Background: an optimization exercise with open tools, aiming at small area, a short achievable clock period and few clock cycles. Do not read the settings as production practice.
At most, simulation tests tie the RTL to the original design; equivalence was not proved.

==> inputs of v5 <==
Design M1, start of the top module:
module M1 (
	input logic Clock,
	input logic resetn,
	input logic [15:0] SRAM_read_data,
	input logic start,
	output logic [17:0] SRAM_address,
	output logic done,
	output logic [15:0] SRAM_write_data,
	output logic SRAM_we_n
);
localparam logic [1:0] S_IDLE = 2'd0, S_RUN = 2'd1, S_LEAD = 2'd2, S_FIN = 2'd3;
logic [1:0]  state;
logic [4:0]  ph;         
logic [7:0]  m;          
logic [2:0]  lc;         
logic        first;      
logic [15:0] y_cnt;      
logic [17:0] rgb_cnt;    
wire run  = (state == S_RUN);
wire lead = (state == S_LEAD);
wire t0 = run && ph[0];
wire t1 = run && ph[1];
wire t2 = run && ph[2];
wire t3 = run && ph[3];
wire t4 = run && ph[4];
wire last_row = (y_cnt == 16'd38399) || (y_cnt == 16'd38400);
wire wr_ok = (m != 8'd0) && !first;               
wire cr_u = (m[0] && m <= 8'd153) || (m == 8'd158 && !last_row);
wire cr_v = (!m[0] && m <= 8'd154 && !first) || (m == 8'd159 && !last_row);
logic [17:0] cr_base;
logic        cr_cin;
always_comb begin
	cr_cin = 1'b0;
	if (lead) cr_base = (lc == 3'd1) ? 18'd57601 : (lc == 3'd4) ? 18'd38402 : 18'd38401;
	else if (m == 8'd158) begin cr_base = 18'd38400; cr_cin = y_cnt[0]; end
	else if (m == 8'd159) cr_base = 18'd57600;
	else cr_base = cr_u ? 18'd38402 : 18'd57602;
end
wire [17:0] cr_addr = cr_base + {3'd0, y_cnt[15:1]} + {17'd0, cr_cin};
logic [7:0]  win [0:11];
logic [15:0] uw, vw, ybuf;
logic [9:0]  uo;
  ...
clock: 14.0 ns
lec_check: 0
cap_margin: 20
core_margin: 2
core_utilization: 45
place_density: 0.6
slew_margin: 20
standard.sh (not shown) runs the stock make flow with config.mk's settings and CLKGATE_MAP_FILE= SYNTH_SCRIPT=/design/flow/synth_recipe.tcl, a recipe that flattens the netlist after the stock synthesis.
==> flow/flow/run.sh <==
#!/bin/bash
export SETUP_SLACK_MARGIN=10.0
export CTS_CLUSTER_SIZE=25
export CTS_CLUSTER_DIAMETER=300
bash standard.sh > standard.log 2>&1
==> inputs of v37, as changes to v5 <==
--- a/flow/design.v
+++ b/flow/design.v
@@ -201,17 +201,18 @@
 wire fl_w126 = (fl_w116 & fl_w123) | (fl_w116 & fl_w118) | (fl_w123 & fl_w118);
 wire fl_w127 = fl_w120 ^ fl_w125;
 wire fl_w128 = fl_w120 & fl_w125;
 wire fl_w129 = s3[8] ^ fl_w124 ^ fl_w126;
 wire fl_w130 = (s3[8] & fl_w124) | (s3[8] & fl_w126) | (fl_w124 & fl_w126);
 wire [17:0] fl_a = {1'b1, 1'b1, fl_w128, fl_w122, fl_w114, fl_w104, fl_w94, fl_w80, fl_w77, fl_w52, fl_w38, fl_w35, fl_w23, fl_w12, fl_w8, fl_w5, fl_w2, 1'b1};
 wire [17:0] fl_b = {1'b0, fl_w130, fl_w129, fl_w127, fl_w121, fl_w113, fl_w103, fl_w93, fl_w79, fl_w65, fl_w51, fl_w37, fl_w25, fl_w17, fl_w11, fl_w7, fl_w3, fl_w1};
-logic [17:0] fla_r, flb_r;
-wire  [17:0] fl_sum = fla_r + flb_r;
-wire  [9:0]  filt = fl_sum[17:8];
+wire [8:0] fl_lo = {1'b0, fl_a[7:0]} + {1'b0, fl_b[7:0]};
+logic [9:0] fla_r, flb_r;
+logic       flc_r;
+wire  [9:0] filt = fla_r + flb_r + {9'd0, flc_r};
 logic [7:0] opy;
 logic [9:0] opu, opv;
 logic sel_x, sel_a, sel_m, sel_r;
 wire [9:0] up = {~opu[9], opu[8:0]};
 wire [9:0] vp = {~opv[9], opv[8:0]};
 wire [9:0] xp = sel_x ? up : vp;
 wire rb_w1 = ~opy[0] ^ ~xp[2] ^ (xp[0] ^ sel_a);
@@ -644,15 +645,15 @@
 always_ff @(posedge Clock) begin
 	if (ins) begin
 		for (int i = 0; i < 11; i++) win[i] <= win[i+1];
 		win[11] <= ins_data;
 	end
 	if (t3) ybuf <= SRAM_read_data;             
 	if (t3) opy <= SRAM_read_data[15:8];        
-	fla_r <= fl_a; flb_r <= fl_b;
+	fla_r <= fl_a[17:8]; flb_r <= fl_b[17:8]; flc_r <= fl_lo[8];
 	if (t4) uo <= filt;
 	if (t4) begin
 		opu <= {2'b00, win[4]};    
 		opv <= {2'b00, win[5]};
 	end
 	if (t1) begin
 		opy <= ybuf[7:0];
==> flow/flow/run.sh (replaced) <==
#!/bin/bash
export SETUP_SLACK_MARGIN=10.0
export CTS_CLUSTER_SIZE=25
export CTS_CLUSTER_DIAMETER=300
export SYNTH_ARGS=-noabc
bash standard.sh > standard.log 2>&1
==> notes <==
Between v5 and v37, the lower global-route usage is in v5 (gap 0.73 points).
In core utilization, v5 and v37 hardly differ.
Wire length: v5 is smaller than v37 (about 2.6%).
Of v37 and v5, v37 has the higher non-clock buffer count (gap 11).
Clock-buffer cell count is the same in v5 and v37.
Between v37 and v5, the lower synthesized area is in v37 (gap 1.5%, measured against v5).
==> figures <==
Status: v37 no timing/DRC/antenna violations; v5 no timing/DRC/antenna violations
Fraction of area in registers: v37 36.72%; v5 37.55%
Met1 capacity usage during global routing: v37 28.51%; v5 26.54%
Vias in the first global route: v37 14,040; v5 13,860
Area share of the largest cell type after synthesis: v37 29.29%; v5 28.86%
Average footprint of a synthesized cell: v37 12.09 um^2; v5 11.93 um^2
WL per Instance: v37 19.26 um; v5 18.44 um
Met3 track utilization from global routing: v37 2.076%; v5 2.116%
Worst path setup slack after routing: v37 9790 ps; v5 9869 ps
Non-clock inverter count in the final layout: v37 259; v5 323
Die Area: v37 49,610 um^2; v5 50,340 um^2
Share of the clock period used by the worst path after layout: v37 30.07%; v5 29.51%
Testbench counts of v37, summed over its fixed seeds: cycles 779,580.
Function not checked in v5: the RTL went through the layout flow alone.

==> inputs of 11-19 <==
M1 with an RTL version that a note above also has.
export LEC_CHECK = 0
export CAP_MARGIN = 20
export CORE_MARGIN = 2
export CORE_UTILIZATION = 60
export PLACE_DENSITY = 0.75
export SLEW_MARGIN = 20
create_clock -name core_clock -period 14.0 [get_ports {Clock}]
==> flow/flow/run.sh <==
#!/bin/bash
export SETUP_SLACK_MARGIN=10.0
export CTS_CLUSTER_SIZE=25
export CTS_CLUSTER_DIAMETER=300
bash standard.sh > standard.log 2>&1
==> 04-26 (differences from 11-19) <==
--- a/flow/design.v
+++ b/flow/design.v
@@ -643,19 +643,19 @@
 wire [7:0] rb8 = clip(rb_hi);
 wire [7:0] g8  = clip(gg_hi);
 always_ff @(posedge Clock) begin
 	if (ins) begin
 		for (int i = 0; i < 11; i++) win[i] <= win[i+1];
 		win[11] <= ins_data;
 	end
-	if (t3) ybuf <= SRAM_read_data;             
-	if (t3) opy <= SRAM_read_data[15:8];        
+	if (t3) ybuf <= SRAM_read_data;
 	fla_r <= fl_a[17:8]; flb_r <= fl_b[17:8]; flc_r <= fl_lo[8];
 	if (t4) uo <= filt;
 	if (t4) begin
+		opy <= ybuf[15:8];
 		opu <= {2'b00, win[4]};    
 		opv <= {2'b00, win[5]};
 	end
 	if (t1) begin
 		opy <= ybuf[7:0];
 		opu <= uo;
 		opv <= filt;
==> flow/flow/run.sh (replaced) <==
#!/bin/bash
cat standard.sh > standard_sh.txt
export SETUP_SLACK_MARGIN=9.0
bash standard.sh > standard.log 2>&1
==> flow/config.mk (replaced) <==
export PLATFORM = sky130hd
export DESIGN_NAME = M1
export DESIGN_NICKNAME = M1
export VERILOG_FILES = /design/flow/design.v
export SDC_FILE = /design/flow/constraint.sdc
export NUM_CORES = 4
export LEC_CHECK = 0
export CAP_MARGIN = 20
export CORE_MARGIN = 2
export CORE_UTILIZATION = 45
export PLACE_DENSITY = 0.6
export SLEW_MARGIN = 20
==> 01-09 (differences from 11-19) <==
==> flow/flow/run.sh (replaced) <==
#!/bin/bash
cat standard.sh > standard_sh.txt
export SETUP_SLACK_MARGIN=10.0
bash standard.sh > standard.log 2>&1
==> flow/config.mk (replaced) <==
export PLATFORM = sky130hd
export DESIGN_NAME = M1
export DESIGN_NICKNAME = M1
export VERILOG_FILES = /design/flow/design.v
export SDC_FILE = /design/flow/constraint.sdc
export NUM_CORES = 4
export LEC_CHECK = 0
export CAP_MARGIN = 20
export CORE_MARGIN = 2
export CORE_UTILIZATION = 45
export PLACE_DENSITY = 0.6
export SLEW_MARGIN = 20
==> notes <==
The highest via count belongs to 01-09, the lowest to 04-26.
The highest cell area belongs to 01-09, the lowest to 11-19.
In 11-19 the critical path depth is higher than in 04-26, by 1.
In 01-09 the synthesized area is lower than in 04-26, by 1.4%.
Clock skew: 11-19 > 04-26 > 01-09.
04-26 went through all stages and came out clean. 11-19 produced a clean layout. 01-09 finished clean.
==> figures <==
                                                                                    04-26                  11-19                  01-09
Result of the run                                        no timing/DRC/antenna violations  no timing/DRC/antenna violations  no timing/DRC/antenna violations
Global-route wire length before repair                                           77500 µm               74200 µm               77900 µm
Most frequent cell on the critical path                             sky130_fd_sc_hd__fa_1  sky130_fd_sc_hd__fa_1  sky130_fd_sc_hd__fa_2
Global placer's final weighted congestion                                           0.893                  0.961                  0.905
Vias per Instance                                                                    5.24                   5.64                   5.21
Portion of synthesized cell area occupied by the leading cell type                  30.0%                  29.3%                  29.3%
Met2 routing resource usage after global routing                                    32.7%                  40.7%                  33.4%
Largest driver fanout on the critical path                                              5                      4                      3
Testbench counts of 11-19, summed over its fixed seeds: cycles 779,580.
Testbench counts of 04-26, summed over its fixed seeds: cycles 779,580.
Testbench counts of 01-09, summed over its fixed seeds: cycles 779,580.

==> 06-16: inputs <==
M1 with an RTL version that a note above also has.
## M1
module M1 (
	input logic Clock,
	input logic resetn,
	input logic [15:0] SRAM_read_data,
	input logic start,
	output logic [17:0] SRAM_address,
	output logic done,
	output logic [15:0] SRAM_write_data,
	output logic SRAM_we_n
);
localparam logic [1:0] S_IDLE = 2'd0, S_RUN = 2'd1, S_LEAD = 2'd2, S_FIN = 2'd3;
logic [1:0]  state;
logic [4:0]  ph;         
logic [7:0]  m;          
logic [2:0]  lc;         
logic        first;      
logic [15:0] y_cnt;      
logic [17:0] rgb_cnt;    
wire run  = (state == S_RUN);
wire lead = (state == S_LEAD);
wire t0 = run && ph[0];
wire t1 = run && ph[1];
wire t2 = run && ph[2];
wire t3 = run && ph[3];
wire t4 = run && ph[4];
wire last_row = (y_cnt == 16'd38399) || (y_cnt == 16'd38400);
wire wr_ok = (m != 8'd0) && !first;               
wire cr_u = (m[0] && m <= 8'd153) || (m == 8'd158 && !last_row);
wire cr_v = (!m[0] && m <= 8'd154 && !first) || (m == 8'd159 && !last_row);
logic [17:0] cr_base;
logic        cr_cin;
always_comb begin
	cr_cin = 1'b0;
	if (lead) cr_base = (lc == 3'd1) ? 18'd57601 : (lc == 3'd4) ? 18'd38402 : 18'd38401;
  ...
clock: 14.0 ns
lec_check: 0
cap_margin: 20
core_margin: 2
core_utilization: 45
place_density: 0.6
slew_margin: 20
==> flow/flow/run.sh <==
#!/bin/bash
cat standard.sh > standard_sh.txt
export SETUP_SLACK_MARGIN=10.5
bash standard.sh > standard.log 2>&1
==> 02-17: changes against 06-16 <==
--- a/flow/design.v
+++ b/flow/design.v
@@ -642,21 +642,21 @@
 endfunction
 wire [7:0] rb8 = clip(rb_hi);
 wire [7:0] g8  = clip(gg_hi);
 always_ff @(posedge Clock) begin
 	if (ins) begin
 		for (int i = 0; i < 11; i++) win[i] <= win[i+1];
 		win[11] <= ins_data;
 	end
-	if (t3) ybuf <= SRAM_read_data;
+	if (t3) ybuf <= SRAM_read_data;             
+	if (t3) opy <= SRAM_read_data[15:8];        
 	fla_r <= fl_a[17:8]; flb_r <= fl_b[17:8]; flc_r <= fl_lo[8];
 	if (t4) uo <= filt;
 	if (t4) begin
-		opy <= ybuf[15:8];
 		opu <= {2'b00, win[4]};    
 		opv <= {2'b00, win[5]};
 	end
 	if (t1) begin
 		opy <= ybuf[7:0];
 		opu <= uo;
 		opv <= filt;
 	end
==> flow/flow/run.sh (replaced) <==
#!/bin/bash
export SETUP_SLACK_MARGIN=10.0
export CTS_CLUSTER_SIZE=25
export CTS_CLUSTER_DIAMETER=300
bash standard.sh > standard.log 2>&1
Settings changed: CAP_MARGIN 20 to 10, SLEW_MARGIN 20 to 10.
==> key figures <==
Status
  – Status: finished clean

Detailed routing
  – Via density: 5.23
  – WL/cell: 19.2 um

Setup path
  – CP max stage delay: 540 ps
  – Reg-to-Reg End: rbc_r

CTS
  – Clk Latency, worst-skew pair: 600 ps

Floorplanning
  – Core Area: 47800 sq um

STA
  – Hold WS: 411 ps
  – Crit share post-route: 0.297

Final layout
  – Sequential share of cell area: 0.357

Logic synthesis
  – Net Count, Synth: 2243
  – Adder-Cell Fraction of Synth Area: 0.297
(the above is from 06-16)
==> key figures <==
STA
  – Crit share post-route: 0.293

Logic synthesis
  – Adder-Cell Fraction of Synth Area: 0.301
  – Net Count, Synth: 2245

CTS
  – Clk Latency, worst-skew pair: 550 ps

Setup path
  – Reg-to-Reg End: flb_r[3]
  – CP max stage delay: 480 ps

Detailed routing
  – Via density: 5.20
  – WL/cell: 18.9 um

Floorplanning
  – Core Area: 47500 sq um

Status
  – Status: finished clean

Final layout
  – Sequential share of cell area: 0.368
(the above is from 02-17)
Testbench counts of 06-16, summed over its fixed seeds: cycles 779,580.
Testbench counts of 02-17, summed over its fixed seeds: cycles 779,580.

-- re-timing with driven ports --
In the flow no input, the clock included, has a driving cell. The finished layouts below were timed again as built, in two steps.
Step 1: set_driving_cell puts a clkbuf_16 on Clock and a buf_2 on each other input, an assumption about the parent block.
Step 2, shift: input delay + t, output delay - t, t = (earliest + latest rising clock arrival at the registers) / 2. This alone moves slack from input paths to output paths.
a / b / c = no drivers / after step 1 / after step 2; a / b = the first two.
run | t (ns) | setup WS [ns] | latest minus earliest clock arrival (ns)
v5 | 0.595 | 9.869 / 9.869 / 9.598 | 0.028 / 0.029
v37 | 0.581 | 9.790 / 9.790 / 9.638 | 0.038 / 0.039
11-19 | 0.569 | 9.863 / 9.863 / 9.721 | 0.038 / 0.038
04-26 | 0.619 | 9.245 / 9.245 / 9.245 | 0.030 / 0.031
01-09 | 0.615 | 9.884 / 9.884 / 9.549 | 0.027 / 0.028
06-16 | 0.639 | 9.848 / 9.848 / 9.848 | 0.038 / 0.038
02-17 | 0.585 | 9.893 / 9.893 / 9.534 | 0.041 / 0.042
After both steps setup and hold are still met in every run listed. For 02-17, which loses most, drivers alone change the setup slack by 0.000 ns; drivers and shift together by -0.359 ns.
